This design comes from an exercise in tuning for small area and a short achievable clock period on the open sky130 flow, not from production work. The RTL was checked by simulation tests, not by an equivalence proof against the original design. Power and IR drop assume default switching activity.

==> flow/design.v <==
module HA(input a, input b, output s, output co);
  assign s = a ^ b;
  assign co = a & b;
endmodule
module HAN(input a, input b, output s, output co);
  assign s = ~(a ^ b);
  OR2 o (a, b, co);
endmodule
module OR2(input a, input b, output y);
  assign y = a | b;
endmodule
module FA(input a, input b, input c, output s, output co);
  assign s = a ^ b ^ c;
  assign co = (a & b) | (a & c) | (b & c);
endmodule
module FA1(input a, input b, output s, output co);
  assign s = ~(a ^ b);
  OR2 o (a, b, co);
endmodule
module G_NAND2(input a, input b, output y);
  assign y = ~(a & b);
endmodule
module G_NOR2(input a, input b, output y);
  assign y = ~(a | b);
endmodule
module G_XOR2(input a, input b, output y);
  assign y = a ^ b;
endmodule
module G_XNOR2(input a, input b, output y);
  assign y = ~(a ^ b);
endmodule
module G_INV(input a, output y);
  assign y = ~a;
endmodule
module G_AOI21(input a1, input a2, input b1, output y);
  assign y = ~((a1 & a2) | b1);
endmodule
module G_OAI21(input a1, input a2, input b1, output y);
  assign y = ~((a1 | a2) & b1);
endmodule
module complex(clk, a0, a1, b0, b1, im, re);
  input clk;
  input [7:0] a0, a1, b0, b1;
  output reg [15:0] im, re;
  wire [15:0] re_d, im_d;
  wire rs1;
  wire rc2;
  wire rs3;
  wire rc4;
  wire rs5;
  wire rc6;
  wire rs7;
  wire rc8;
  wire rs9;
  wire rc10;
  wire rs11;
  wire rc12;
  wire rs13;
  wire rc14;
  wire rs15;
  wire rc16;
  wire rs17;
  wire rc18;
  wire rs19;
  wire rc20;
  wire rs21;
  wire rc22;
  wire rs23;
  wire rc24;
  wire rs25;
  wire rc26;
  wire rs27;
  wire rc28;
  wire rs29;
  wire rc30;
  wire rs31;
  wire rc32;
  wire rs33;
  wire rc34;
  wire rs35;
  wire rc36;
  wire rs37;
  wire rc38;
  wire rs39;
  wire rc40;
  wire rs41;
  wire rc42;
  wire rs43;
  wire rc44;
  wire rs45;
  wire rc46;
  wire rs47;
  wire rc48;
  wire rs49;
  wire rc50;
  wire rs51;
  wire rc52;
  wire rs53;
  wire rc54;
  wire rs55;
  wire rc56;
  wire rs57;
  wire rc58;
  wire rs59;
  wire rc60;
  wire rs61;
  wire rc62;
  wire rs63;
  wire rc64;
  wire rn65;
  wire rs66;
  wire rc67;
  wire rs68;
  wire rc69;
  wire rs70;
  wire rc71;
  wire rs72;
  wire rc73;
  wire rs74;
  wire rc75;
  wire rs76;
  wire rc77;
  wire rs78;
  wire rc79;
  wire rs80;
  wire rc81;
  wire rs82;
  wire rc83;
  wire rs84;
  wire rc85;
  wire rs86;
  wire rc87;
  wire rs88;
  wire rc89;
  wire rs90;
  wire rc91;
  wire rs92;
  wire rc93;
  wire rs94;
  wire rc95;
  wire rs96;
  wire rc97;
  wire rs98;
  wire rc99;
  wire rs100;
  wire rc101;
  wire rs102;
  wire rc103;
  wire rs104;
  wire rc105;
  wire rs106;
  wire rc107;
  wire rs108;
  wire rc109;
  wire rs110;
  wire rc111;
  wire rs112;
  wire rc113;
  wire rs114;
  wire rc115;
  wire rs116;
  wire rc117;
  wire rs118;
  wire rc119;
  wire rs120;
  wire rc121;
  wire rn122;
  wire rs123;
  wire rc124;
  wire rs125;
  wire rc126;
  wire rs127;
  wire rc128;
  wire rs129;
  wire rc130;
  wire rs131;
  wire rc132;
  wire rs133;
  wire rc134;
  wire rs135;
  wire rc136;
  wire rs137;
  wire rc138;
  wire rs139;
  wire rc140;
  wire rs141;
  wire rc142;
  wire rs143;
  wire rc144;
  wire rs145;
  wire rc146;
  wire rs147;
  wire rc148;
  wire rs149;
  wire rc150;
  wire rs151;
  wire rc152;
  wire rs153;
  wire rc154;
  wire rs155;
  wire rc156;
  wire rs157;
  wire rc158;
  wire rs159;
  wire rc160;
  wire rs161;
  wire rc162;
  wire rs163;
  wire rc164;
  wire rs165;
  wire rc166;
  wire rs167;
  wire rc168;
  wire rs169;
  wire rc170;
  wire rs171;
  wire rc172;
  wire rs173;
  wire rc174;
  wire rs175;
  wire rc176;
  wire rs177;
  wire rc178;
  wire rs179;
  wire rc180;
  wire rs181;
  wire rc182;
  wire rs183;
  wire rc184;
  wire rs185;
  wire rc186;
  wire rs187;
  wire rc188;
  wire rs189;
  wire rc190;
  wire rs191;
  wire rc192;
  wire rs193;
  wire rc194;
  wire rs195;
  wire rc196;
  wire rs197;
  wire rc198;
  wire rs199;
  wire rc200;
  wire rs201;
  wire rc202;
  wire rs203;
  wire rc204;
  wire rs205;
  wire rc206;
  wire rs207;
  wire rc208;
  wire rs209;
  wire rc210;
  wire rs211;
  wire rc212;
  wire rs213;
  wire rc214;
  wire rs215;
  wire rc216;
  wire rs217;
  wire rc218;
  wire rs219;
  wire rc220;
  wire rs221;
  wire rc222;
  wire rs223;
  wire rc224;
  wire rs225;
  wire rc226;
  wire rars227;
  wire rarc228;
  wire rars229;
  wire rarc230;
  wire rars231;
  wire rarc232;
  wire rars233;
  wire rarc234;
  wire rars235;
  wire rarc236;
  wire rars237;
  wire rarc238;
  wire rapw239;
  wire ragw240;
  wire ratw241;
  wire rapw242;
  wire ragw243;
  wire ratw244;
  wire rapw245;
  wire ragw246;
  wire ratw247;
  wire rapw248;
  wire ragw249;
  wire ratw250;
  wire rapw251;
  wire ragw252;
  wire ratw253;
  wire rapw254;
  wire ragw255;
  wire ratw256;
  wire rapw257;
  wire ragw258;
  wire ratw259;
  wire rapw260;
  wire ragw261;
  wire ratw262;
  wire rapw263;
  wire ragw264;
  wire ratw265;
  wire rapw266;
  wire raiw267;
  wire raxw268;
  wire raxw269;
  wire rayw270;
  wire raxw271;
  wire rayw272;
  wire raxw273;
  wire rayw274;
  wire raxw275;
  wire rayw276;
  wire raiw277;
  wire raxw278;
  wire raxw279;
  wire raiw280;
  wire raiw281;
  wire raxw282;
  wire rayw283;
  wire raxw284;
  wire rayw285;
  wire raxw286;
  wire raiw287;
  wire raxw288;
  wire raiw289;
  wire raxw290;
  wire raxw291;
  wire raiw292;
  wire raxw293;
  wire raxw294;
  wire rasw295;
  wire rasw296;
  wire rasw297;
  wire rasw298;
  wire rasw299;
  wire rasw300;
  wire rasw301;
  wire rasw302;
  wire rasw303;
  wire rasw304;
  wire is305;
  wire ic306;
  wire is307;
  wire ic308;
  wire is309;
  wire ic310;
  wire is311;
  wire ic312;
  wire is313;
  wire ic314;
  wire is315;
  wire ic316;
  wire is317;
  wire ic318;
  wire is319;
  wire ic320;
  wire is321;
  wire ic322;
  wire is323;
  wire ic324;
  wire is325;
  wire ic326;
  wire is327;
  wire ic328;
  wire is329;
  wire ic330;
  wire is331;
  wire ic332;
  wire is333;
  wire ic334;
  wire is335;
  wire ic336;
  wire is337;
  wire ic338;
  wire is339;
  wire ic340;
  wire is341;
  wire ic342;
  wire is343;
  wire ic344;
  wire is345;
  wire ic346;
  wire is347;
  wire ic348;
  wire is349;
  wire ic350;
  wire is351;
  wire ic352;
  wire is353;
  wire ic354;
  wire is355;
  wire ic356;
  wire is357;
  wire ic358;
  wire is359;
  wire ic360;
  wire is361;
  wire ic362;
  wire is363;
  wire ic364;
  wire is365;
  wire ic366;
  wire is367;
  wire ic368;
  wire is369;
  wire ic370;
  wire is371;
  wire ic372;
  wire is373;
  wire ic374;
  wire is375;
  wire ic376;
  wire is377;
  wire ic378;
  wire is379;
  wire ic380;
  wire is381;
  wire ic382;
  wire is383;
  wire ic384;
  wire is385;
  wire ic386;
  wire is387;
  wire ic388;
  wire is389;
  wire ic390;
  wire is391;
  wire ic392;
  wire is393;
  wire ic394;
  wire is395;
  wire ic396;
  wire is397;
  wire ic398;
  wire is399;
  wire ic400;
  wire is401;
  wire ic402;
  wire is403;
  wire ic404;
  wire is405;
  wire ic406;
  wire is407;
  wire ic408;
  wire is409;
  wire ic410;
  wire is411;
  wire ic412;
  wire is413;
  wire ic414;
  wire is415;
  wire ic416;
  wire is417;
  wire ic418;
  wire is419;
  wire ic420;
  wire is421;
  wire ic422;
  wire is423;
  wire ic424;
  wire is425;
  wire ic426;
  wire is427;
  wire ic428;
  wire is429;
  wire ic430;
  wire is431;
  wire ic432;
  wire is433;
  wire ic434;
  wire is435;
  wire ic436;
  wire is437;
  wire ic438;
  wire is439;
  wire ic440;
  wire is441;
  wire ic442;
  wire is443;
  wire ic444;
  wire is445;
  wire ic446;
  wire is447;
  wire ic448;
  wire is449;
  wire ic450;
  wire is451;
  wire ic452;
  wire is453;
  wire ic454;
  wire is455;
  wire ic456;
  wire is457;
  wire ic458;
  wire is459;
  wire ic460;
  wire is461;
  wire ic462;
  wire is463;
  wire ic464;
  wire is465;
  wire ic466;
  wire is467;
  wire ic468;
  wire is469;
  wire ic470;
  wire is471;
  wire ic472;
  wire is473;
  wire ic474;
  wire is475;
  wire ic476;
  wire is477;
  wire ic478;
  wire is479;
  wire ic480;
  wire is481;
  wire ic482;
  wire is483;
  wire ic484;
  wire is485;
  wire ic486;
  wire is487;
  wire ic488;
  wire is489;
  wire ic490;
  wire is491;
  wire ic492;
  wire is493;
  wire ic494;
  wire is495;
  wire ic496;
  wire is497;
  wire ic498;
  wire is499;
  wire ic500;
  wire is501;
  wire ic502;
  wire is503;
  wire ic504;
  wire is505;
  wire ic506;
  wire is507;
  wire ic508;
  wire is509;
  wire ic510;
  wire is511;
  wire ic512;
  wire is513;
  wire ic514;
  wire iasw515;
  wire iarw516;
  wire iars517;
  wire iarc518;
  wire iaow519;
  wire iars520;
  wire iarc521;
  wire iaow522;
  wire iars523;
  wire iarc524;
  wire iaow525;
  wire iars526;
  wire iarc527;
  wire iaow528;
  wire iars529;
  wire iarc530;
  wire iaow531;
  wire iapw532;
  wire iagw533;
  wire iatw534;
  wire iapw535;
  wire iagw536;
  wire iatw537;
  wire iapw538;
  wire iagw539;
  wire iatw540;
  wire iapw541;
  wire iagw542;
  wire iatw543;
  wire iapw544;
  wire iagw545;
  wire iatw546;
  wire iapw547;
  wire iagw548;
  wire iatw549;
  wire iapw550;
  wire iagw551;
  wire iatw552;
  wire iapw553;
  wire iagw554;
  wire iatw555;
  wire iapw556;
  wire iagw557;
  wire iatw558;
  wire iapw559;
  wire iaiw560;
  wire iaxw561;
  wire iaxw562;
  wire iayw563;
  wire iaxw564;
  wire iayw565;
  wire iaxw566;
  wire iayw567;
  wire iaxw568;
  wire iayw569;
  wire iaiw570;
  wire iaxw571;
  wire iaxw572;
  wire iaiw573;
  wire iaiw574;
  wire iaxw575;
  wire iayw576;
  wire iaxw577;
  wire iayw578;
  wire iaxw579;
  wire iaiw580;
  wire iaxw581;
  wire iaiw582;
  wire iaxw583;
  wire iaxw584;
  wire iaiw585;
  wire iaxw586;
  wire iaxw587;
  wire iasw588;
  wire iasw589;
  wire iasw590;
  wire iasw591;
  wire iasw592;
  wire iasw593;
  wire iasw594;
  wire iasw595;
  wire iasw596;
  wire iasw597;
  FA1 ru2 ((a0[0] & b0[6]), (a0[1] & b0[5]), rs1, rc2);
  FA1 ru4 ((a0[0] & b0[7]), (a0[1] & b0[6]), rs3, rc4);
  FA ru6 ((a0[2] & b0[5]), (a0[3] & b0[4]), (a0[4] & b0[3]), rs5, rc6);
  HA ru8 ((a0[5] & b0[2]), (a0[6] & b0[1]), rs7, rc8);
  FA1 ru10 ((a0[1] & b0[7]), (a0[2] & b0[6]), rs9, rc10);
  FA ru12 ((a0[3] & b0[5]), (a0[4] & b0[4]), (a0[5] & b0[3]), rs11, rc12);
  HA ru14 ((a0[6] & b0[2]), (a0[7] & b0[1]), rs13, rc14);
  FA ru16 ((a0[2] & b0[7]), (a0[3] & b0[6]), (a0[4] & b0[5]), rs15, rc16);
  FA1 ru18 ((a0[0] & b0[4]), (a0[1] & b0[3]), rs17, rc18);
  FA1 ru20 ((a0[0] & b0[5]), (a0[1] & b0[4]), rs19, rc20);
  FA ru22 ((a0[2] & b0[3]), (a0[3] & b0[2]), (a0[4] & b0[1]), rs21, rc22);
  HA ru24 ((a0[5] & b0[0]), ~(a1[0] & b1[5]), rs23, rc24);
  FA ru26 ((a0[2] & b0[4]), (a0[3] & b0[3]), (a0[4] & b0[2]), rs25, rc26);
  FA ru28 ((a0[5] & b0[1]), (a0[6] & b0[0]), ~(a1[0] & b1[6]), rs27, rc28);
  FA ru30 (~(a1[1] & b1[5]), ~(a1[2] & b1[4]), ~(a1[3] & b1[3]), rs29, rc30);
  HA ru32 (~(a1[4] & b1[2]), ~(a1[5] & b1[1]), rs31, rc32);
  FA ru34 ((a0[7] & b0[0]), ~(a1[0] & b1[7]), ~(a1[1] & b1[6]), rs33, rc34);
  FA ru36 (~(a1[2] & b1[5]), ~(a1[3] & b1[4]), ~(a1[4] & b1[3]), rs35, rc36);
  FA ru38 (~(a1[5] & b1[2]), ~(a1[6] & b1[1]), ~(a1[7] & b1[0]), rs37, rc38);
  FA ru40 (rc2, rs3, rs7, rs39, rc40);
  FA ru42 (~(a1[1] & b1[7]), ~(a1[2] & b1[6]), ~(a1[3] & b1[5]), rs41, rc42);
  FA ru44 (~(a1[4] & b1[4]), ~(a1[5] & b1[3]), ~(a1[6] & b1[2]), rs43, rc44);
  FA ru46 (~(a1[7] & b1[1]), rc4, rc8, rs45, rc46);
  FA ru48 (rs9, rs13, rc6, rs47, rc48);
  FA ru50 ((a0[5] & b0[4]), (a0[6] & b0[3]), (a0[7] & b0[2]), rs49, rc50);
  FA ru52 (~(a1[2] & b1[7]), ~(a1[3] & b1[6]), ~(a1[4] & b1[5]), rs51, rc52);
  FA ru54 (~(a1[5] & b1[4]), ~(a1[6] & b1[3]), ~(a1[7] & b1[2]), rs53, rc54);
  FA ru56 (rc10, rc14, rc12, rs55, rc56);
  FA ru58 ((a0[3] & b0[7]), (a0[4] & b0[6]), (a0[5] & b0[5]), rs57, rc58);
  FA ru60 ((a0[6] & b0[4]), (a0[7] & b0[3]), ~(a1[3] & b1[7]), rs59, rc60);
  FA ru62 (~(a1[4] & b1[6]), ~(a1[5] & b1[5]), ~(a1[6] & b1[4]), rs61, rc62);
  FA ru64 ((a0[4] & b0[7]), (a0[5] & b0[6]), (a0[6] & b0[5]), rs63, rc64);
  assign rn65 = ~(a0[0] & b0[2]);
  FA1 ru67 ((a0[0] & b0[3]), (a0[1] & b0[2]), rs66, rc67);
  FA ru69 ((a0[2] & b0[1]), (a0[3] & b0[0]), ~(a1[0] & b1[3]), rs68, rc69);
  FA ru71 ((a0[2] & b0[2]), (a0[3] & b0[1]), (a0[4] & b0[0]), rs70, rc71);
  FA ru73 (~(a1[0] & b1[4]), ~(a1[1] & b1[3]), ~(a1[2] & b1[2]), rs72, rc73);
  HA ru75 (~(a1[3] & b1[1]), ~(a1[4] & b1[0]), rs74, rc75);
  FA ru77 (~(a1[1] & b1[4]), ~(a1[2] & b1[3]), ~(a1[3] & b1[2]), rs76, rc77);
  FA ru79 (~(a1[4] & b1[1]), ~(a1[5] & b1[0]), rc18, rs78, rc79);
  FA ru81 (rs19, rs23, rc75, rs80, rc81);
  FA ru83 (~(a1[6] & b1[0]), rc20, rs1, rs82, rc83);
  FA ru85 (rc24, rs31, rc22, rs84, rc85);
  FA ru87 (rc77, rs25, rs27, rs86, rc87);
  FA ru89 (rc32, rc26, rc28, rs88, rc89);
  FA ru91 (rc30, rs5, rs33, rs90, rc91);
  FA ru93 (rs35, rs37, rc83, rs92, rc93);
  FA ru95 (rc34, rc36, rc38, rs94, rc95);
  FA ru97 (rs11, rs41, rs43, rs96, rc97);
  FA ru99 (rc40, rs45, rc89, rs98, rc99);
  FA ru101 (rc42, rc44, rs15, rs100, rc101);
  FA ru103 (rs49, rs51, rs53, rs102, rc103);
  FA ru105 (rc46, rc48, rc95, rs104, rc105);
  FA ru107 (~(a1[7] & b1[3]), rc16, rc50, rs106, rc107);
  FA ru109 (rc52, rc54, rs57, rs108, rc109);
  FA ru111 (rs59, rs61, rc56, rs110, rc111);
  FA ru113 ((a0[7] & b0[4]), ~(a1[4] & b1[7]), ~(a1[5] & b1[6]), rs112, rc113);
  FA ru115 (~(a1[6] & b1[5]), ~(a1[7] & b1[4]), rc58, rs114, rc115);
  FA ru117 (rc60, rc62, rs63, rs116, rc117);
  FA ru119 ((a0[5] & b0[7]), (a0[6] & b0[6]), (a0[7] & b0[5]), rs118, rc119);
  FA ru121 (~(a1[5] & b1[7]), ~(a1[6] & b1[6]), ~(a1[7] & b1[5]), rs120, rc121);
  assign rn122 = ~(a0[0] & b0[1]);
  FA ru124 ((a0[1] & b0[1]), (a0[2] & b0[0]), ~(a1[0] & b1[2]), rs123, rc124);
  HA ru126 (~(a1[1] & b1[1]), ~(a1[2] & b1[0]), rs125, rc126);
  FA ru128 (~(a1[1] & b1[2]), ~(a1[2] & b1[1]), ~(a1[3] & b1[0]), rs127, rc128);
  FA ru130 ((a0[0] & b0[2]), rs66, rc126, rs129, rc130);
  FA ru132 (rc67, rs17, rs74, rs131, rc132);
  FA ru134 (rc69, rc128, rs70, rs133, rc134);
  FA ru136 (rc71, rc73, rs21, rs135, rc136);
  FA ru138 (rs76, rs78, rc132, rs137, rc138);
  FA ru140 (rs29, rc79, rc81, rs139, rc140);
  FA ru142 (rs82, rs84, rc136, rs141, rc142);
  FA ru144 (rs39, rc85, rc87, rs143, rc144);
  FA ru146 (rs88, rs90, rc140, rs145, rc146);
  FA ru148 (rs47, rc91, rs94, rs147, rc148);
  FA ru150 (rs96, rc93, rs98, rs149, rc150);
  FA ru152 (rs55, rc97, rs100, rs151, rc152);
  FA ru154 (rs102, rc99, rs104, rs153, rc154);
  FA ru156 (rc101, rc103, rs106, rs155, rc156);
  FA ru158 (rs108, rc105, rs110, rs157, rc158);
  FA ru160 (rs112, rc107, rc109, rs159, rc160);
  FA ru162 (rs114, rs116, rc111, rs161, rc162);
  FA ru164 (rc64, rc113, rs118, rs163, rc164);
  FA ru166 (rs120, rc115, rc117, rs165, rc166);
  FA ru168 ((a0[6] & b0[7]), (a0[7] & b0[6]), ~(a1[6] & b1[7]), rs167, rc168);
  FA ru170 (~(a1[7] & b1[6]), rc119, rc121, rs169, rc170);
  HA ru172 ((a0[1] & b0[0]), ~(a1[0] & b1[1]), rs171, rc172);
  FA ru174 ((a0[0] & b0[1]), rn65, rs125, rs173, rc174);
  FA ru176 (rc124, rs68, rs127, rs175, rc176);
  FA ru178 (rs72, rc130, rs131, rs177, rc178);
  FA ru180 (rs80, rc134, rs135, rs179, rc180);
  FA ru182 (rs86, rc138, rs139, rs181, rc182);
  FA ru184 (rs92, rc142, rs143, rs183, rc184);
  FA ru186 (rc144, rs147, rc146, rs185, rc186);
  FA ru188 (rc148, rs151, rc150, rs187, rc188);
  FA ru190 (rc152, rs155, rc154, rs189, rc190);
  FA ru192 (rc156, rs159, rc158, rs191, rc192);
  FA ru194 (rs163, rc160, rs165, rs193, rc194);
  FA ru196 (rs167, rc164, rs169, rs195, rc196);
  FA ru198 ((a0[7] & b0[7]), ~(a1[7] & b1[7]), rc168, rs197, rc198);
  HA ru200 (~(a1[1] & b1[0]), rn122, rs199, rc200);
  FA ru202 (rc172, rc200, rs123, rs201, rc202);
  FA ru204 (rc174, rs129, rc202, rs203, rc204);
  FA ru206 (rc176, rs133, rs177, rs205, rc206);
  FA ru208 (rs137, rc178, rs179, rs207, rc208);
  FA ru210 (rs141, rc180, rs181, rs209, rc210);
  FA ru212 (rc182, rs145, rs183, rs211, rc212);
  FA ru214 (rs149, rc184, rs185, rs213, rc214);
  FA ru216 (rs153, rc186, rs187, rs215, rc216);
  FA ru218 (rs157, rc188, rs189, rs217, rc218);
  FA ru220 (rs161, rc190, rs191, rs219, rc220);
  FA ru222 (rc162, rs193, rc192, rs221, rc222);
  FA ru224 (rc166, rs195, rc194, rs223, rc224);
  FA ru226 (rc170, rs197, rc196, rs225, rc226);
  FA1 raru228 ((a0[0] & b0[0]), ~(a1[0] & b1[0]), rars227, rarc228);
  FA raru230 (rs171, rs199, rarc228, rars229, rarc230);
  FA raru232 (rs173, rs201, rarc230, rars231, rarc232);
  FA raru234 (rs175, rs203, rarc232, rars233, rarc234);
  FA raru236 (rc204, rs205, rarc234, rars235, rarc236);
  FA raru238 (rc206, rs207, rarc236, rars237, rarc238);
  G_XOR2 rapu239 (rc208, rs209, rapw239);
  G_NAND2 ragu240 (rc208, rs209, ragw240);
  G_NOR2 ratu241 (rc208, rs209, ratw241);
  G_XOR2 rapu242 (rc210, rs211, rapw242);
  G_NAND2 ragu243 (rc210, rs211, ragw243);
  G_NOR2 ratu244 (rc210, rs211, ratw244);
  G_XOR2 rapu245 (rc212, rs213, rapw245);
  G_NAND2 ragu246 (rc212, rs213, ragw246);
  G_NOR2 ratu247 (rc212, rs213, ratw247);
  G_XOR2 rapu248 (rc214, rs215, rapw248);
  G_NAND2 ragu249 (rc214, rs215, ragw249);
  G_NOR2 ratu250 (rc214, rs215, ratw250);
  G_XOR2 rapu251 (rc216, rs217, rapw251);
  G_NAND2 ragu252 (rc216, rs217, ragw252);
  G_NOR2 ratu253 (rc216, rs217, ratw253);
  G_XOR2 rapu254 (rc218, rs219, rapw254);
  G_NAND2 ragu255 (rc218, rs219, ragw255);
  G_NOR2 ratu256 (rc218, rs219, ratw256);
  G_XOR2 rapu257 (rc220, rs221, rapw257);
  G_NAND2 ragu258 (rc220, rs221, ragw258);
  G_NOR2 ratu259 (rc220, rs221, ratw259);
  G_XOR2 rapu260 (rc222, rs223, rapw260);
  G_NAND2 ragu261 (rc222, rs223, ragw261);
  G_NOR2 ratu262 (rc222, rs223, ratw262);
  G_XOR2 rapu263 (rc224, rs225, rapw263);
  G_NAND2 ragu264 (rc224, rs225, ragw264);
  G_NOR2 ratu265 (rc224, rs225, ratw265);
  G_XOR2 rapu266 (rc198, rc226, rapw266);
  G_INV raiu267 (rarc238, raiw267);
  G_OAI21 raxu268 (ratw241, raiw267, ragw240, raxw268);
  G_OAI21 raxu269 (ratw247, ragw243, ragw246, raxw269);
  G_NOR2 rayu270 (ratw247, ratw244, rayw270);
  G_OAI21 raxu271 (ratw253, ragw249, ragw252, raxw271);
  G_NOR2 rayu272 (ratw253, ratw250, rayw272);
  G_OAI21 raxu273 (ratw259, ragw255, ragw258, raxw273);
  G_NOR2 rayu274 (ratw259, ratw256, rayw274);
  G_OAI21 raxu275 (ratw265, ragw261, ragw264, raxw275);
  G_NOR2 rayu276 (ratw265, ratw262, rayw276);
  G_INV raiu277 (raxw268, raiw277);
  G_OAI21 raxu278 (ratw244, raiw277, ragw243, raxw278);
  G_AOI21 raxu279 (rayw270, raxw268, raxw269, raxw279);
  G_INV raiu280 (raxw271, raiw280);
  G_INV raiu281 (rayw272, raiw281);
  G_OAI21 raxu282 (ratw256, raiw280, ragw255, raxw282);
  G_NOR2 rayu283 (ratw256, raiw281, rayw283);
  G_AOI21 raxu284 (rayw274, raxw271, raxw273, raxw284);
  G_NAND2 rayu285 (rayw274, rayw272, rayw285);
  G_OAI21 raxu286 (ratw250, raxw279, ragw249, raxw286);
  G_INV raiu287 (raxw279, raiw287);
  G_AOI21 raxu288 (rayw272, raiw287, raxw271, raxw288);
  G_INV raiu289 (raxw279, raiw289);
  G_AOI21 raxu290 (rayw283, raiw289, raxw282, raxw290);
  G_OAI21 raxu291 (rayw285, raxw279, raxw284, raxw291);
  G_INV raiu292 (raxw291, raiw292);
  G_OAI21 raxu293 (ratw262, raiw292, ragw261, raxw293);
  G_AOI21 raxu294 (rayw276, raxw291, raxw275, raxw294);
  G_XOR2 rasu295 (rapw239, rarc238, rasw295);
  G_XOR2 rasu296 (rapw242, raxw268, rasw296);
  G_XOR2 rasu297 (rapw245, raxw278, rasw297);
  G_XNOR2 rasu298 (rapw248, raxw279, rasw298);
  G_XOR2 rasu299 (rapw251, raxw286, rasw299);
  G_XNOR2 rasu300 (rapw254, raxw288, rasw300);
  G_XNOR2 rasu301 (rapw257, raxw290, rasw301);
  G_XOR2 rasu302 (rapw260, raxw291, rasw302);
  G_XOR2 rasu303 (rapw263, raxw293, rasw303);
  G_XNOR2 rasu304 (rapw266, raxw294, rasw304);
  HAN iu306 (~(a0[0] & b1[6]), ~(a0[1] & b1[5]), is305, ic306);
  FA iu308 (~(a0[0] & b1[7]), ~(a0[1] & b1[6]), ~(a0[2] & b1[5]), is307, ic308);
  FA iu310 (~(a0[3] & b1[4]), ~(a0[4] & b1[3]), ~(a0[5] & b1[2]), is309, ic310);
  FA iu312 (~(a0[1] & b1[7]), ~(a0[2] & b1[6]), ~(a0[3] & b1[5]), is311, ic312);
  HAN iu314 (~(a0[4] & b1[4]), ~(a0[5] & b1[3]), is313, ic314);
  HAN iu316 (~(a0[2] & b1[7]), ~(a0[3] & b1[6]), is315, ic316);
  HAN iu318 (~(a0[0] & b1[4]), ~(a0[1] & b1[3]), is317, ic318);
  FA iu320 (~(a0[0] & b1[5]), ~(a0[1] & b1[4]), ~(a0[2] & b1[3]), is319, ic320);
  FA iu322 (~(a0[3] & b1[2]), ~(a0[4] & b1[1]), ~(a0[5] & b1[0]), is321, ic322);
  FA iu324 (~(a0[2] & b1[4]), ~(a0[3] & b1[3]), ~(a0[4] & b1[2]), is323, ic324);
  FA iu326 (~(a0[5] & b1[1]), ~(a0[6] & b1[0]), ~(a1[0] & b0[6]), is325, ic326);
  FA iu328 (~(a1[1] & b0[5]), ~(a1[2] & b0[4]), ~(a1[3] & b0[3]), is327, ic328);
  FA iu330 (~(a0[6] & b1[1]), ~(a0[7] & b1[0]), ~(a1[0] & b0[7]), is329, ic330);
  FA iu332 (~(a1[1] & b0[6]), ~(a1[2] & b0[5]), ~(a1[3] & b0[4]), is331, ic332);
  FA iu334 (~(a1[4] & b0[3]), ~(a1[5] & b0[2]), ~(a1[6] & b0[1]), is333, ic334);
  HAN iu336 (~(a1[7] & b0[0]), ic306, is335, ic336);
  FA iu338 (~(a0[6] & b1[2]), ~(a0[7] & b1[1]), ~(a1[1] & b0[7]), is337, ic338);
  FA iu340 (~(a1[2] & b0[6]), ~(a1[3] & b0[5]), ~(a1[4] & b0[4]), is339, ic340);
  FA iu342 (~(a1[5] & b0[3]), ~(a1[6] & b0[2]), ~(a1[7] & b0[1]), is341, ic342);
  FA iu344 (is313, ic308, ic310, is343, ic344);
  FA iu346 (~(a0[4] & b1[5]), ~(a0[5] & b1[4]), ~(a0[6] & b1[3]), is345, ic346);
  FA iu348 (~(a0[7] & b1[2]), ~(a1[2] & b0[7]), ~(a1[3] & b0[6]), is347, ic348);
  FA iu350 (~(a1[4] & b0[5]), ~(a1[5] & b0[4]), ~(a1[6] & b0[3]), is349, ic350);
  FA iu352 (~(a1[7] & b0[2]), ic314, is315, is351, ic352);
  FA iu354 (~(a0[3] & b1[7]), ~(a0[4] & b1[6]), ~(a0[5] & b1[5]), is353, ic354);
  FA iu356 (~(a0[6] & b1[4]), ~(a0[7] & b1[3]), ~(a1[3] & b0[7]), is355, ic356);
  FA iu358 (~(a1[4] & b0[6]), ~(a1[5] & b0[5]), ~(a1[6] & b0[4]), is357, ic358);
  FA iu360 (~(a0[4] & b1[7]), ~(a0[5] & b1[6]), ~(a0[6] & b1[5]), is359, ic360);
  FA iu362 (~(a0[0] & b1[3]), ~(a0[1] & b1[2]), ~(a0[2] & b1[1]), is361, ic362);
  FA iu364 (~(a0[2] & b1[2]), ~(a0[3] & b1[1]), ~(a0[4] & b1[0]), is363, ic364);
  FA iu366 (~(a1[0] & b0[4]), ~(a1[1] & b0[3]), ~(a1[2] & b0[2]), is365, ic366);
  FA iu368 (~(a1[0] & b0[5]), ~(a1[1] & b0[4]), ~(a1[2] & b0[3]), is367, ic368);
  FA iu370 (~(a1[3] & b0[2]), ~(a1[4] & b0[1]), ~(a1[5] & b0[0]), is369, ic370);
  HAN iu372 (ic318, ic364, is371, ic372);
  FA iu374 (~(a1[4] & b0[2]), ~(a1[5] & b0[1]), ~(a1[6] & b0[0]), is373, ic374);
  FA iu376 (is305, ic320, ic322, is375, ic376);
  FA iu378 (ic368, ic370, is323, is377, ic378);
  FA iu380 (ic324, ic326, ic328, is379, ic380);
  FA iu382 (ic374, is307, is309, is381, ic382);
  FA iu384 (is329, is331, is333, is383, ic384);
  FA iu386 (ic330, ic332, ic334, is385, ic386);
  FA iu388 (is311, is337, is339, is387, ic388);
  FA iu390 (is341, ic336, ic380, is389, ic390);
  FA iu392 (ic312, ic338, ic340, is391, ic392);
  FA iu394 (ic342, is345, is347, is393, ic394);
  FA iu396 (is349, is351, ic344, is395, ic396);
  FA iu398 (~(a1[7] & b0[3]), ic316, ic346, is397, ic398);
  FA iu400 (ic348, ic350, is353, is399, ic400);
  FA iu402 (is355, is357, ic352, is401, ic402);
  FA iu404 (~(a0[7] & b1[4]), ~(a1[4] & b0[7]), ~(a1[5] & b0[6]), is403, ic404);
  FA iu406 (~(a1[6] & b0[5]), ~(a1[7] & b0[4]), ic354, is405, ic406);
  FA iu408 (ic356, ic358, is359, is407, ic408);
  FA iu410 (~(a0[5] & b1[7]), ~(a0[6] & b1[6]), ~(a0[7] & b1[5]), is409, ic410);
  FA iu412 (~(a1[5] & b0[7]), ~(a1[6] & b0[6]), ~(a1[7] & b0[5]), is411, ic412);
  FA iu414 (~(a0[0] & b1[2]), ~(a0[1] & b1[1]), ~(a0[2] & b1[0]), is413, ic414);
  FA iu416 (~(a0[3] & b1[0]), ~(a1[0] & b0[3]), ~(a1[1] & b0[2]), is415, ic416);
  HAN iu418 (~(a1[2] & b0[1]), ~(a1[3] & b0[0]), is417, ic418);
  FA iu420 (~(a1[3] & b0[1]), ~(a1[4] & b0[0]), is317, is419, ic420);
  FA iu422 (ic418, ic362, ic416, is421, ic422);
  FA iu424 (ic366, is319, is321, is423, ic424);
  FA iu426 (is367, is369, is371, is425, ic426);
  FA iu428 (is325, is327, is373, is427, ic428);
  FA iu430 (ic372, is375, ic424, is429, ic430);
  FA iu432 (is335, ic376, ic378, is431, ic432);
  FA iu434 (is379, ic428, is381, is433, ic434);
  FA iu436 (is343, ic382, ic384, is435, ic436);
  FA iu438 (is385, is387, is389, is437, ic438);
  FA iu440 (ic386, ic388, is391, is439, ic440);
  FA iu442 (is393, ic390, is395, is441, ic442);
  FA iu444 (ic392, ic394, is397, is443, ic444);
  FA iu446 (is399, is401, ic396, is445, ic446);
  FA iu448 (is403, ic398, ic400, is447, ic448);
  FA iu450 (is405, is407, ic402, is449, ic450);
  FA iu452 (ic360, ic404, is409, is451, ic452);
  FA iu454 (is411, ic406, ic408, is453, ic454);
  FA iu456 (~(a0[6] & b1[7]), ~(a0[7] & b1[6]), ~(a1[6] & b0[7]), is455, ic456);
  FA iu458 (~(a1[7] & b0[6]), ic410, ic412, is457, ic458);
  HAN iu460 (~(a0[0] & b1[1]), ~(a0[1] & b1[0]), is459, ic460);
  FA iu462 (~(a1[0] & b0[2]), ~(a1[1] & b0[1]), ~(a1[2] & b0[0]), is461, ic462);
  FA iu464 (is417, ic414, ic462, is463, ic464);
  FA iu466 (is363, is365, is419, is465, ic466);
  FA iu468 (ic420, ic422, is423, is467, ic468);
  FA iu470 (is377, is427, ic426, is469, ic470);
  FA iu472 (is383, ic430, is431, is471, ic472);
  FA iu474 (ic432, ic434, is435, is473, ic474);
  FA iu476 (ic436, is439, ic438, is475, ic476);
  FA iu478 (ic440, is443, ic442, is477, ic478);
  FA iu480 (ic444, is447, is449, is479, ic480);
  FA iu482 (is451, ic448, is453, is481, ic482);
  FA iu484 (is455, ic452, is457, is483, ic484);
  FA iu486 (~(a0[7] & b1[7]), ~(a1[7] & b0[7]), ic456, is485, ic486);
  HAN iu488 (~(a1[0] & b0[1]), ~(a1[1] & b0[0]), is487, ic488);
  FA iu490 (ic460, ic488, is413, is489, ic490);
  FA iu492 (is361, is415, is463, is491, ic492);
  FA iu494 (ic464, is421, is465, is493, ic494);
  FA iu496 (is425, ic466, is467, is495, ic496);
  FA iu498 (is429, ic468, is469, is497, ic498);
  FA iu500 (is433, ic470, is471, is499, ic500);
  FA iu502 (is437, ic472, is473, is501, ic502);
  FA iu504 (is441, ic474, is475, is503, ic504);
  FA iu506 (is445, ic476, is477, is505, ic506);
  FA iu508 (ic446, is479, ic478, is507, ic508);
  FA iu510 (ic450, is481, ic480, is509, ic510);
  FA iu512 (ic454, is483, ic482, is511, ic512);
  FA iu514 (ic458, is485, ic484, is513, ic514);
  G_XOR2 iasu515 (~(a0[0] & b1[0]), ~(a1[0] & b0[0]), iasw515);
  OR2 iaru516 (~(a0[0] & b1[0]), ~(a1[0] & b0[0]), iarw516);
  FA iaru518 (is459, is487, iarw516, iars517, iarc518);
  G_INV iaou519 (iars517, iaow519);
  FA iaru521 (is461, is489, iarc518, iars520, iarc521);
  G_INV iaou522 (iars520, iaow522);
  FA iaru524 (ic490, is491, iarc521, iars523, iarc524);
  G_INV iaou525 (iars523, iaow525);
  FA iaru527 (ic492, is493, iarc524, iars526, iarc527);
  G_INV iaou528 (iars526, iaow528);
  FA iaru530 (ic494, is495, iarc527, iars529, iarc530);
  G_INV iaou531 (iars529, iaow531);
  G_XOR2 iapu532 (ic496, is497, iapw532);
  G_NAND2 iagu533 (ic496, is497, iagw533);
  G_NOR2 iatu534 (ic496, is497, iatw534);
  G_XOR2 iapu535 (ic498, is499, iapw535);
  G_NAND2 iagu536 (ic498, is499, iagw536);
  G_NOR2 iatu537 (ic498, is499, iatw537);
  G_XOR2 iapu538 (ic500, is501, iapw538);
  G_NAND2 iagu539 (ic500, is501, iagw539);
  G_NOR2 iatu540 (ic500, is501, iatw540);
  G_XOR2 iapu541 (ic502, is503, iapw541);
  G_NAND2 iagu542 (ic502, is503, iagw542);
  G_NOR2 iatu543 (ic502, is503, iatw543);
  G_XOR2 iapu544 (ic504, is505, iapw544);
  G_NAND2 iagu545 (ic504, is505, iagw545);
  G_NOR2 iatu546 (ic504, is505, iatw546);
  G_XOR2 iapu547 (ic506, is507, iapw547);
  G_NAND2 iagu548 (ic506, is507, iagw548);
  G_NOR2 iatu549 (ic506, is507, iatw549);
  G_XOR2 iapu550 (ic508, is509, iapw550);
  G_NAND2 iagu551 (ic508, is509, iagw551);
  G_NOR2 iatu552 (ic508, is509, iatw552);
  G_XOR2 iapu553 (ic510, is511, iapw553);
  G_NAND2 iagu554 (ic510, is511, iagw554);
  G_NOR2 iatu555 (ic510, is511, iatw555);
  G_XOR2 iapu556 (ic512, is513, iapw556);
  G_NAND2 iagu557 (ic512, is513, iagw557);
  G_NOR2 iatu558 (ic512, is513, iatw558);
  G_XOR2 iapu559 (ic486, ic514, iapw559);
  G_INV iaiu560 (iarc530, iaiw560);
  G_AOI21 iaxu561 (iagw533, iaiw560, iatw534, iaxw561);
  G_AOI21 iaxu562 (iagw539, iatw537, iatw540, iaxw562);
  G_NAND2 iayu563 (iagw539, iagw536, iayw563);
  G_AOI21 iaxu564 (iagw545, iatw543, iatw546, iaxw564);
  G_NAND2 iayu565 (iagw545, iagw542, iayw565);
  G_AOI21 iaxu566 (iagw551, iatw549, iatw552, iaxw566);
  G_NAND2 iayu567 (iagw551, iagw548, iayw567);
  G_AOI21 iaxu568 (iagw557, iatw555, iatw558, iaxw568);
  G_NAND2 iayu569 (iagw557, iagw554, iayw569);
  G_INV iaiu570 (iaxw561, iaiw570);
  G_AOI21 iaxu571 (iagw536, iaiw570, iatw537, iaxw571);
  G_OAI21 iaxu572 (iayw563, iaxw561, iaxw562, iaxw572);
  G_INV iaiu573 (iaxw564, iaiw573);
  G_INV iaiu574 (iayw565, iaiw574);
  G_AOI21 iaxu575 (iagw548, iaiw573, iatw549, iaxw575);
  G_NAND2 iayu576 (iagw548, iaiw574, iayw576);
  G_OAI21 iaxu577 (iayw567, iaxw564, iaxw566, iaxw577);
  G_NOR2 iayu578 (iayw567, iayw565, iayw578);
  G_AOI21 iaxu579 (iagw542, iaxw572, iatw543, iaxw579);
  G_INV iaiu580 (iaxw572, iaiw580);
  G_OAI21 iaxu581 (iayw565, iaiw580, iaxw564, iaxw581);
  G_INV iaiu582 (iaxw572, iaiw582);
  G_OAI21 iaxu583 (iayw576, iaiw582, iaxw575, iaxw583);
  G_AOI21 iaxu584 (iayw578, iaxw572, iaxw577, iaxw584);
  G_INV iaiu585 (iaxw584, iaiw585);
  G_AOI21 iaxu586 (iagw554, iaiw585, iatw555, iaxw586);
  G_OAI21 iaxu587 (iayw569, iaxw584, iaxw568, iaxw587);
  G_XNOR2 iasu588 (iapw532, iarc530, iasw588);
  G_XNOR2 iasu589 (iapw535, iaxw561, iasw589);
  G_XNOR2 iasu590 (iapw538, iaxw571, iasw590);
  G_XOR2 iasu591 (iapw541, iaxw572, iasw591);
  G_XNOR2 iasu592 (iapw544, iaxw579, iasw592);
  G_XOR2 iasu593 (iapw547, iaxw581, iasw593);
  G_XOR2 iasu594 (iapw550, iaxw583, iasw594);
  G_XNOR2 iasu595 (iapw553, iaxw584, iasw595);
  G_XNOR2 iasu596 (iapw556, iaxw586, iasw596);
  G_XOR2 iasu597 (iapw559, iaxw587, iasw597);
  assign re_d[0] = rars227;
  assign re_d[1] = rars229;
  assign re_d[2] = rars231;
  assign re_d[3] = rars233;
  assign re_d[4] = rars235;
  assign re_d[5] = rars237;
  assign re_d[6] = rasw295;
  assign re_d[7] = rasw296;
  assign re_d[8] = rasw297;
  assign re_d[9] = rasw298;
  assign re_d[10] = rasw299;
  assign re_d[11] = rasw300;
  assign re_d[12] = rasw301;
  assign re_d[13] = rasw302;
  assign re_d[14] = rasw303;
  assign re_d[15] = rasw304;
  assign im_d[0] = iasw515;
  assign im_d[1] = iaow519;
  assign im_d[2] = iaow522;
  assign im_d[3] = iaow525;
  assign im_d[4] = iaow528;
  assign im_d[5] = iaow531;
  assign im_d[6] = iasw588;
  assign im_d[7] = iasw589;
  assign im_d[8] = iasw590;
  assign im_d[9] = iasw591;
  assign im_d[10] = iasw592;
  assign im_d[11] = iasw593;
  assign im_d[12] = iasw594;
  assign im_d[13] = iasw595;
  assign im_d[14] = iasw596;
  assign im_d[15] = iasw597;
  always @(posedge clk) begin
    re <= re_d;
    im <= im_d;
  end
endmodule
==> flow/flow/run.sh <==
#!/bin/bash
set -o pipefail
export BUFFER_PORTS_ARGS="-buffer_cell sky130_fd_sc_hd__buf_1"
export CTS_ARGS="-sink_clustering_enable -sink_clustering_size 32 -sink_clustering_max_diameter 200 -buf_list sky130_fd_sc_hd__clkbuf_8 -dont_use_dummy_load -repair_clock_nets"
cp standard.sh standard_sh.txt 2>/dev/null
bash standard.sh > standard.log 2>&1
==> flow/standard.sh <==
#!/bin/bash
# synth_recipe.tcl (not shown) runs the flow's synth.tcl, then flattens the netlist and writes it again
# the make line also repeats each setting of config.mk as NAME=value (left out here)
make -C /OpenROAD-flow-scripts/flow DESIGN_CONFIG=/design/flow/config.mk WORK_HOME=/design/flow/orfs CLKGATE_MAP_FILE= SYNTH_SCRIPT=/design/flow/synth_recipe.tcl "${@:-finish}"
==> flow/config.mk <==
export PLATFORM = sky130hd
export DESIGN_NAME = complex
export DESIGN_NICKNAME = complex
export VERILOG_FILES = /design/flow/design.v
export SDC_FILE = /design/flow/constraint.sdc
export NUM_CORES = 4
export LEC_CHECK = 0
export CAP_MARGIN = 20
export CORE_MARGIN = 2
export CORE_UTILIZATION = 40.0
export PLACE_DENSITY = 0.5
export SETUP_SLACK_MARGIN = 4.3
export SLEW_MARGIN = 20
export SYNTH_HIERARCHICAL = 1
export TNS_END_PERCENT = 0.0
==> flow/constraint.sdc <==
create_clock -name core_clock -period 10.0 [get_ports {clk}]
set_input_delay 2.0000 -clock core_clock [delete_from_list [all_inputs] [get_ports {clk}]]
set_output_delay 2.0000 -clock core_clock [all_outputs]
set_load 0.01 [all_outputs]
==> flow_summary.json, run 1 <==
{
  "register_area_um2": 641,
  "fin_crit_sh_pct": 56.1,
  "p_sw_share_pct": 48.2,
  "ant_nets": 0,
  "gp_congestion": 0.834,
  "antenna_cells": 0,
  "areaGrowthSynthToFinish_pct": 9.41,
  "p_seq_share_pct": 8.7,
  "drcViolationCount": 0,
  "drv_cap": 0,
  "synthCells": 721,
  "numClockSinks": 32,
  "hold_viol": 0,
  "critPathKind": "input pin to register",
  "cp.arrival_ns": 5.84,
  "tns_ns": 0,
  "vias": 5073,
  "dieArea_um2": 19600,
  "worstPathRequired_ns": 10.23,
  "worstSetupStartpointType": "input pin",
  "grt_pass1_wl_um": 28300,
  "grt_pass1_vias": 5669,
  "fillers": 1767,
  "top_usage_layer": "met2",
  "syn_area_um2": 7380,
  "stdcell_area_um2": 8080,
  "die_w_um": 140,
  "power_per_cell_area_nw_per_um2": 362,
  "met1_usage_pct": 24.7,
  "cts_buffers": 5,
  "drtIter0Drc": 315,
  "clockPowerShare_pct": 3.3,
  "timing.slew.headroom_pct": 83.1,
  "drt_first_pass_iters": 7,
  "syn_avg_cell_area_um2": 10.2,
  "track_usage_pct": 18.3,
  "initial_utilization_pct": 41.0,
  "report.final.slew_viol_count": 0,
  "viasPerCell": 5.16,
  "grt_max_degree": 19,
  "dpl_cell_area_um2": 7590,
  "grt_overflow": 0,
  "antenna_found_initial": 0,
  "drive_above_1_share_pct": 15.3,
  "p_sw_w": 0.00141,
  "comb_power_share_pct": 88.0,
  "ys_ff_latch": 32,
  "yosysUniqueCellTypes": 15,
  "ys_seq_area_share_pct": 8.68,
  "syn-num-nets": 966,
  "fp.coreArea_um2": 18000,
  "rsz0062_at_grt": "true",
  "crit_fanout": 16,
  "yosysWarnings": 7,
  "post-dp-hpwl_um": 12400,
  "finalSetupViolCount": 0,
  "final_cell_count_no_fill": 983,
  "num_rows": 49,
  "min_period_ns": 5.61,
  "clock_path_buffers": 2,
  "total_power_w": 0.00293,
  "maxClockFrequency_mhz": 178,
  "vdd_drop_max_mv": 0.269,
  "crit_start": "b0[3]",
  "fin_ws_ns": 4.39,
  "grt_use_met2_pct": 30.5,
  "place_ws_ns": 3.32,
  "met3_usage_pct": 3.85,
  "cts-root-buf": "clkbuf_8",
  "clk_pin_slew_ns": 0.08,
  "hp-class": "input pin to register",
  "totalWireLength_um": 16700,
  "wl_per_cell_um": 16.9,
  "io_pins": 65,
  "portBuffers": 64,
  "hold_path.startpoint": "a0[0]",
  "multi_input_area_um2": 6470,
  "p_int_w": 0.00152,
  "worst_pin_slew_ns": 0.253,
  "die_h_um": 140,
  "nets": 1001,
  "cellLeakagePower_nw": 3.00,
  "cts_tree": "done",
  "h-tree-depth": 2,
  "outcome": "no timing/DRC/antenna violations",
  "cp-end-kind": "register",
  "dp_cells": 966
}
modules after synthesis, one instance, submodules excluded, a selection:
| module | flops+latches | copies in the design | area (µm²) | cells inside |
|---|---|---|---|---|
| HA | 0 | 8 | 12.5 | 1 |
| complex | 32 | 1 | 2130 | 338 |
| OR2 | 0 | 17 | 6.26 | 1 |
| G_NAND2 | 0 | 24 | 3.75 | 1 |
| G_OAI21 | 0 | 15 | 5.00 | 1 |
| FA1 | 0 | 7 | 8.76 | 1 |
| G_XNOR2 | 0 | 10 | 8.76 | 1 |
| G_XOR2 | 0 | 31 | 8.76 | 1 |
| G_INV | 0 | 19 | 3.75 | 1 |
Yosys cell counts, drive strengths merged:
cell / number / share of area [%]
nand2: 218 / 11
fa: 204 / 55
and2: 64 / 5.4
buf: 32 / 3.9
dfxtp: 32 / 8.7
xor2: 31 / 3.7
xnor2: 26 / 3.1
nor2: 24 / 1.2
inv: 19 / 0.97
or2: 17 / 1.4
clkbuf: 16 / 1.1
a21oi: 15 / 1.8
o21ai: 15 / 1.0
ha: 8 / 1.4
what timing repair did:
item                                    4_1_cts  5_1_grt
setup buffers                                 5        7
pin swaps                                     7       23
gates resized for setup                     101       57
hold buffers                                  0        0
endpoints found under the setup margin       15        9
kinds of logic (layout without fill, tap and decap cells):
logic type | count (synthesis) | in the layout | synth area share (%)
AO/OA/AOI/OAI | 30 | 30 | 2.80
XOR/XNOR | 57 | 57 | 6.76
adder cells (fa/ha/maj) | 212 | 212 | 56.7
buffers and inverters | 67 | 100 | 5.92
flip-flops | 32 | 32 | 8.68
AND/OR/NAND/NOR | 323 | 323 | 19.2
power by group through the flow:
stage | logic [W] | clock network, W | registers [W]
after floorplan | 0.00183 | 0 | 0.000293
after global placement | 0.00218 | 0 | 0.000259
after detailed placement | 0.00222 | 0 | 0.000257
after CTS | 0.00238 | 0.000105 | 0.000255
after global routing | 0.00294 | 0.000108 | 0.000261
final | 0.00258 | 0.0000964 | 0.000254
placed cells by master (no fill, tap or decap), drive strengths merged:
cell type and instances:
a21oi 15, xor2 31, and2 64, buf 75, o21ai 15, nand2 218, fa 204, ha 8
clkbuf 6, xnor2 26, inv 19, dfxtp 32, nor2 24, or2 17
worst max-delay path, cell delays in order:
cell and delay (ns):
buf_4 0.19, and2_1 0.18, fa_2 0.35, fa_2 0.38
fa_2 0.47, fa_2 0.35, fa_1 0.48, fa_1 0.57
nor2_2 0.07, nor2_2 0.14, nand2_1 0.08, o21ai_2 0.21
inv_1 0.08, o21ai_2 0.12, xor2_1 0.16
worst paths after layout:
kind                      to  slack [ns]  depth (start not counted)
worst max-delay path  re[14]        4.39                         15
worst min-delay path   im[0]        2.02                          3
stage by stage:
step,hold slack (ns),util [%]
CTS,2.06,43.5
global route,2.03,44.8
floorplan,2.23,-
global placement,2.39,42.1
finish,2.02,44.8
detailed placement,2.38,42.1
final cells by class:
| cell class | instances | share of cell area, % |
|---|---|---|
| clock buffer | 5 | 0.852 |
| multi-input combinational | 622 | 80.1 |
| sequential | 32 | 7.93 |
| timing repair buffer | 76 | 6.65 |
| tap | 229 | 3.55 |
| inverter | 19 | 0.883 |
state kept, by name (all words and copies together), names as in the netlist:
signal  count
im         16
re         16
layer usage:
| metal | up-vias | share of wire (%) |
|---|---|---|
| li1 | 2212 | - |
| met1 | 2675 | 41 |
| met2 | 173 | 51 |
| met3 | 13 | 6.9 |
| met4 | 0 | 1.1 |
| met5 | - | 0 |
==> run 2: changes to the inputs <==
--- a/flow/config.mk
+++ b/flow/config.mk
@@ -8,7 +8,7 @@
 export CAP_MARGIN = 20
 export CORE_MARGIN = 2
 export CORE_UTILIZATION = 40.0
-export PLACE_DENSITY = 0.5
+export PLACE_DENSITY = 0.7
 export SETUP_SLACK_MARGIN = 4.3
 export SLEW_MARGIN = 20
 export SYNTH_HIERARCHICAL = 1
==> run 2 against run 1 <==
  * Total power down 3.3%
  * Sequential share of layout area is 0.12 points lower
  * Design area grew 1.6%
  * Clock power about the same
  * Wire length down 4.0%
  * Count of clock-buffer cells in the layout unchanged
  * Synthesized cell count stayed put
  * Sequential power hardly changed
  * Non-clock buffer count up 6
  * Die area did not move
  * Via count shrank 0.41%
  * First-iteration DRC count down 19%
==> flow_summary.json, run 2 <==
{
  "die_h_um": 140,
  "vdd_drop_max_mv": 0.318,
  "num_rows": 49,
  "drive_above_1_share_pct": 15.3,
  "clk_pin_slew_ns": 0.07,
  "drcViolationCount": 0,
  "synthCells": 721,
  "outcome": "no timing/DRC/antenna violations",
  "numClockSinks": 32,
  "report.final.slew_viol_count": 0,
  "antenna_cells": 0,
  "h-tree-depth": 2,
  "drt_first_pass_iters": 5,
  "drtIter0Drc": 255,
  "cts_buffers": 5,
  "synth_area_leader_cell": "fa_1",
  "cp_cell_sequence": "buf_12 -> and2_4 -> fa_2 -> fa_2 -> fa_1 -> fa_2 -> fa_1 -> fa_2 -> nand2_2 -> o21ai_4 -> a21oi_2 -> o21ai_2 -> inv_1 -> o21ai_2 -> xor2_1",
  "track_usage_pct": 17.2,
  "worstHoldEndpoint": "re[0]",
  "hp-class": "input pin to register",
  "finalSetupViolCount": 0,
  "fp.coreArea_um2": 18000,
  "syn_area_um2": 7380,
  "rsz0062_at_grt": "true",
  "wl_per_cell_um": 16.2,
  "totalWireLength_um": 16000,
  "synth_most_common_cell": "nand2_1",
  "grt_pass1_vias": 5432,
  "grt_max_degree": 19,
  "mostFrequentLayoutCell": "nand2_1",
  "hold_path.startpoint": "a1[0]",
  "cellLeakagePower_nw": 3.08,
  "async_flop_share_pct": 0,
  "tns_ns": 0,
  "top_regs": "im: 16 flops, re: 16 flops",
  "yosysWarnings": 7,
  "viasPerCell": 5.11,
  "ys_seq_area_share_pct": 8.68,
  "areaGrowthSynthToFinish_pct": 11.2,
  "antenna_found_initial": 0,
  "min_period_ns": 5.64,
  "clock_path_buffers": 2,
  "slowest_delay_ns": 0.65,
  "synth_top_flop_cell": "dfxtp_1",
  "worst_pin_slew_ns": 0.264,
  "worstPathRequired_ns": 10.23,
  "power_per_cell_area_nw_per_um2": 345,
  "ys_ff_latch": 32,
  "yosysUniqueCellTypes": 15,
  "cpMostUsedCell": "fa_2",
  "vias": 5052,
  "die_w_um": 140,
  "syn_avg_cell_area_um2": 10.2,
  "total_power_w": 0.00283,
  "critPathKind": "input pin to register",
  "gp_congestion": 0.820,
  "cp-end-kind": "register",
  "final_cell_mix": "217 x nand2_1, 180 x fa_1, 54 x and2_1",
  "drv_cap": 0,
  "maxClockFrequency_mhz": 177,
  "ant_nets": 0,
  "cts-root-buf": "clkbuf_8",
  "synth.area.top_cells": "fa_1 55%, nand2_1 11%, dfxtp_1 8.7%, and2_1 5.4%, xor2_1 3.7%",
  "worstHoldPathCells": 3,
  "synth_edf_count": 0,
  "initial_utilization_pct": 41.0,
  "nets": 1007,
  "crit_fanout": 17,
  "cts_tree": "done",
  "io_pins": 65,
  "hold_viol": 0,
  "fin_crit_sh_pct": 56.4,
  "portBuffers": 64,
  "synth.top_cell.area_share_pct": 55.3,
  "cp.arrival_ns": 5.88,
  "dieArea_um2": 19600,
  "grt_pass1_wl_um": 26900,
  "worstSetupStartpointType": "input pin",
  "slowest_stage": "fa_2",
  "timing.slew.headroom_pct": 82.4,
  "grt_overflow": 0,
  "syn-num-nets": 966,
  "ys_top_cells_by_count": "218 x nand2_1, 204 x fa_1, 64 x and2_1",
  "post-dp-hpwl_um": 11900
}
==> run 2: kinds of logic (layout without fill, tap and decap cells) <==
kind of cell	after synthesis	in the layout	synth area share (%)
buffers and inverters	67	106	5.92
AND/OR/NAND/NOR	323	323	19.2
XOR/XNOR	57	57	6.76
flip-flops	32	32	8.68
adder cells (fa/ha/maj)	212	212	56.7
AO/OA/AOI/OAI	30	30	2.80
==> run 2: area by class of cell <==
type / count / area (µm²)
clock buffers: 5 / 68.8
inverters: 19 / 71.3
repair buffers: 82 / 678
flip-flops and latches: 32 / 641
multi-input cells: 622 / 6460
fillers: 1683 / 9820
well taps: 229 / 287
==> run 2: power breakdown <==
part	internal [W]	leakage (nW)	switching [W]	total [W]
logic	0.00116	2.78	0.00132	0.00248
clock network	0.0000449	0.0359	0.0000515	0.0000964
registers	0.000241	0.270	0.0000142	0.000255
total	0.00145	3.08	0.00138	0.00283
==> run 2: worst max-delay path by stage <==
| stage | startpoint | endpoint | slack [ns] | cells after the start |
|---|---|---|---|---|
| finish | b0[1] | re[14] | 4.36 | 15 |
| CTS | b0[1] | re[13] | 4.29 | 14 |
| global route | b0[1] | re[14] | 4.22 | 15 |
| floorplan | a1[2] | re[14] | 4.24 | 16 |
| detailed placement | b1[2] | im[15] | 3.38 | 14 |
| global placement | a0[0] | im[15] | 3.48 | 14 |
==> run 2: per-module statistics from Yosys (local to each module, per instance) <==
module / flops+latches / cells inside / times used / area (µm²)
G_OAI21: 0 / 1 / 15 / 5.00
HA: 0 / 1 / 8 / 12.5
G_AOI21: 0 / 1 / 15 / 8.76
complex: 32 / 338 / 1 / 2130
FA1: 0 / 1 / 7 / 8.76
HAN: 0 / 1 / 9 / 8.76
G_XOR2: 0 / 1 / 31 / 8.76
G_NOR2: 0 / 1 / 24 / 3.75
OR2: 0 / 1 / 17 / 6.26
G_NAND2: 0 / 1 / 24 / 3.75
G_INV: 0 / 1 / 19 / 3.75
FA: 0 / 1 / 204 / 20.0
G_XNOR2: 0 / 1 / 10 / 8.76
==> run 2: stage by stage <==
| stage | hold WS, ns | util (%) | setup slack (ns) | std cells | cell area, µm² |
|---|---|---|---|---|---|
| floorplan | 2.23 | - | 4.24 | 721 | 7600 |
| global placement | 2.39 | 42.1 | 3.48 | 966 | 7590 |
| detailed placement | 2.39 | 42.1 | 3.38 | 966 | 7590 |
| CTS | 2.07 | 43.3 | 4.29 | 975 | 7810 |
| global route | 2.06 | 45.5 | 4.22 | 989 | 8210 |
| finish | 2.04 | 45.5 | 4.36 | 989 | 8210 |
==> run 2: layer usage <==
metal	vias to the layer above	global-route usage [%]	wire (µm)
li1	2222	-	-
met5	-	0	0
met3	18	3.48	1310
met4	0	3.89	206
met1	2598	23.4	6380
met2	214	28.7	8090
==> run 2: critical path, delay by kind of cell <==
kind / cells / cell delay (ns)
fa+ha+maj: 6 / 2.76
compound gates: 4 / 0.52
simple gates: 2 / 0.26
buf+inv: 2 / 0.21
xor+xnor: 1 / 0.13
==> run 2: repair_timing <==
| item | in CTS | in global routing |
|---|---|---|
| buffers inserted | 4 | 12 |
| gates resized for setup | 75 | 77 |
| hold buffers | 0 | 0 |
| cloned | 0 | 2 |
| pin swaps | 5 | 30 |
| endpoints found under the setup margin | 14 | 11 |
==> run 3: changes to the inputs <==
--- a/flow/config.mk
+++ b/flow/config.mk
@@ -7,8 +7,8 @@
 export LEC_CHECK = 0
 export CAP_MARGIN = 20
 export CORE_MARGIN = 2
-export CORE_UTILIZATION = 40.0
-export PLACE_DENSITY = 0.7
+export CORE_UTILIZATION = 50.0
+export PLACE_DENSITY = 0.65
 export SETUP_SLACK_MARGIN = 4.3
 export SLEW_MARGIN = 20
 export SYNTH_HIERARCHICAL = 1
==> run 3 against run 2 <==
  * Via count decreased by 0.28%
  * Utilization increased by 9.6 points
  * Total power increased by 2.2%
  * Wire length decreased by 2.1%
  * Die area decreased by 19%
  * Global-route usage increased by 4.1 points
  * Critical endpoint is now re[15]
  * Largest power group unchanged
  * Highest routed layer unchanged
  * Fmax increased by 0.96%
  * Synthesized cell count unchanged
  * Final cell count decreased by 5.4%
  * First-iteration DRC count increased by 5.1%
  * Hold slack got worse by 0.0092 ns
  * Sequential power about the same
==> flow_summary.json, run 3 <==
{
  "outcome": "no timing/DRC/antenna violations",
  "drtIter0Drc": 268,
  "drv_cap": 0,
  "h-tree-depth": 2,
  "top_regs": "im: 16 flops, re: 16 flops",
  "crit_fanout": 16,
  "antenna_found_initial": 0,
  "grt_pass1_wl_um": 26700,
  "wl_per_cell_um": 16.7,
  "finalSetupViolCount": 0,
  "synth.area.top_cells": "fa_1 55%, nand2_1 11%, dfxtp_1 8.7%, and2_1 5.4%, xor2_1 3.7%",
  "areaGrowthSynthToFinish_pct": 8.12,
  "tns_ns": 0,
  "clk_pin_slew_ns": 0.07,
  "antenna_cells": 0,
  "ys_top_cells_by_count": "218 x nand2_1, 204 x fa_1, 64 x and2_1",
  "yosysWarnings": 7,
  "slowest_stage": "fa_1",
  "nets": 999,
  "report.final.slew_viol_count": 0,
  "worstSetupStartpointType": "input pin",
  "rsz0062_at_grt": "true",
  "cp-end-kind": "register",
  "ant_nets": 0,
  "synthCells": 721,
  "synth_most_common_cell": "nand2_1",
  "syn_area_um2": 7380,
  "timing.slew.headroom_pct": 76.7,
  "ys_ff_latch": 32,
  "cp_cell_sequence": "buf_8 -> and2_1 -> fa_1 -> fa_1 -> fa_1 -> fa_1 -> fa_1 -> fa_2 -> nor2_4 -> nor2_2 -> a21oi_2 -> o21ai_4 -> buf_4 -> a21oi_2 -> xnor2_1",
  "slowest_delay_ns": 0.51,
  "cpMostUsedCell": "fa_1",
  "yosysUniqueCellTypes": 15,
  "die_h_um": 126,
  "totalWireLength_um": 15600,
  "numClockSinks": 32,
  "cp.arrival_ns": 5.82,
  "drcViolationCount": 0,
  "syn-num-nets": 966,
  "synth.top_cell.area_share_pct": 55.3,
  "ys_seq_area_share_pct": 8.68,
  "synth_edf_count": 0,
  "async_flop_share_pct": 0,
  "gp_congestion": 0.848,
  "worstHoldPathCells": 3,
  "syn_avg_cell_area_um2": 10.2,
  "cts_buffers": 5,
  "worst_pin_slew_ns": 0.350,
  "vdd_drop_max_mv": 0.389,
  "grt_max_degree": 19,
  "vias": 5038,
  "mostFrequentLayoutCell": "nand2_1",
  "track_usage_pct": 21.3,
  "grt_overflow": 0,
  "fp.coreArea_um2": 14500,
  "final_cell_mix": "217 x nand2_1, 173 x fa_1, 64 x and2_1",
  "fin_ws_ns": 4.41,
  "place_ws_ns": 3.37,
  "die_w_um": 126,
  "viasPerCell": 5.38,
  "cts_tree": "done",
  "power_per_cell_area_nw_per_um2": 362,
  "cts-root-buf": "clkbuf_8",
  "fin_crit_sh_pct": 55.9,
  "io_pins": 65,
  "synth_top_flop_cell": "dfxtp_1",
  "min_period_ns": 5.59,
  "clock_path_buffers": 2,
  "fillers": 1285,
  "grt_pass1_vias": 5518,
  "hp-class": "input pin to register",
  "drt_first_pass_iters": 5,
  "initial_utilization_pct": 51.0,
  "cts_hold_buf": 0,
  "critPathKind": "input pin to register",
  "drive_above_1_share_pct": 14.0,
  "dpl_cell_area_um2": 7530,
  "post-dp-hpwl_um": 11800,
  "synth_area_leader_cell": "fa_1",
  "cellLeakagePower_nw": 2.98,
  "portBuffers": 64,
  "num_rows": 44,
  "dieArea_um2": 15800,
  "stdcell_area_um2": 7980,
  "maxClockFrequency_mhz": 179,
  "worstPathRequired_ns": 10.23,
  "hold_viol": 0
}
-- run 3: cell type report --
type / instances / area [µm²] / area share (%)
Inverter: 19 / 71.3 / 0.894
Sequential cell: 32 / 641 / 8.03
Clock buffer: 5 / 68.8 / 0.862
Multi-Input combinational cell: 622 / 6450 / 80.8
Timing Repair Buffer: 74 / 519 / 6.51
Tap cell: 184 / 230 / 2.88
-- run 3: Yosys stat by module, one instance, submodules excluded --
module	copies in the design	flip-flops and latches
complex	1	32
FA	204	0
HA	8	0
FA1	7	0
G_AOI21	15	0
G_XNOR2	10	0
G_XOR2	31	0
HAN	9	0
OR2	17	0
G_OAI21	15	0
G_INV	19	0
G_NAND2	24	0
G_NOR2	24	0
-- run 3: path summary, 6_finish.rpt --
kind  startpoint  endpoint  slack [ns]
min        a0[0]     im[0]        2.03
max        a0[3]    re[15]        4.41
-- run 3: stage by stage --
step	hold WS (ns)	cells	utilization, %	total power, W
after floorplan	2.23	721	-	0.00213
after global placement	2.39	921	52.0	0.00241
after detailed placement	2.38	921	52.0	0.00246
after CTS	2.05	931	53.5	0.00271
after global routing	2.06	936	55.1	0.00326
final	2.03	936	55.1	0.00289
-- run 3: cells by family (layout without fill, tap and decap cells) --
group	Yosys count	after routing	synth area share, %
flops	32	32	8.68
simple gates	323	323	19.2
buf+inv	67	98	5.92
fa+ha+maj	212	212	56.7
compound gates	30	30	2.80
xor+xnor	57	57	6.76
-- run 3: where the power goes --
group	switching, W	internal, W	leakage [nW]	total (W)
clock	0.0000489	0.0000448	0.0359	0.0000937
sequential	0.0000146	0.000241	0.270	0.000256
combinational	0.00132	0.00122	2.68	0.00254
total	0.00138	0.00151	2.98	0.00289
-- run 3: worst max-delay path: cells and delay by family --
kind,cells,cell delay [ns]
adder cells (fa/ha/maj),6,2.65
AO/OA/AOI/OAI,3,0.40
AND/OR/NAND/NOR,3,0.37
buffers and inverters,2,0.28
XOR/XNOR,1,0.12
-- run 3: per-layer routing --
layer | vias up | wire, µm | global-route usage (%) | share of wire (%)
met3 | 15 | 1160 | 3.94 | 7.4
li1 | 2207 | - | - | -
met5 | - | 0 | 0 | 0
met4 | 0 | 201 | 5.03 | 1.3
met2 | 202 | 8220 | 36.1 | 52
met1 | 2614 | 6080 | 28.9 | 39
-- run 3: timing repair --
action / CTS / global route
setup buffers: 5 / 5
pin swaps: 5 / 22
endpoints found under the hold margin: 0 / 0
endpoints found under the setup margin: 14 / 9
resized for setup: 62 / 66

## separate check: timing with driven ports
Ports are ideal in the flow. The routed layouts listed here were re-timed in OpenROAD.
Step 1 (the two cells are an assumption about what drives the block):
set clk [get_ports {clk}]
set_driving_cell -lib_cell sky130_fd_sc_hd__clkbuf_16 $clk
set_driving_cell -lib_cell sky130_fd_sc_hd__buf_2 [delete_from_list [all_inputs] $clk]
Step 2 adds t to the input delays and takes it off the output delays; t is the mean of the earliest and latest rising clock arrival at the registers after step 1. Input paths then give back, and output paths get back, about the clock's delay inside the block.
a / b / c = no drivers / after step 1 / after step 2; a / b = the first two.
run | shift t [ns] | setup WS [ns] | latest minus earliest clock arrival (ns) | cell pins on the clock port's net
run 1 | 0.342 | 4.393 / 4.404 / 4.063 | 0.014 / 0.015 | 1
run 2 | 0.337 | 4.357 / 4.338 / 4.001 | 0.015 / 0.015 | 1
run 3 | 0.335 | 4.411 / 4.407 / 4.072 | 0.014 / 0.014 | 1
After both steps setup and hold are still met in every run listed. For run 2, which loses most, drivers alone change the setup slack by -0.019 ns; drivers and shift together by -0.356 ns.
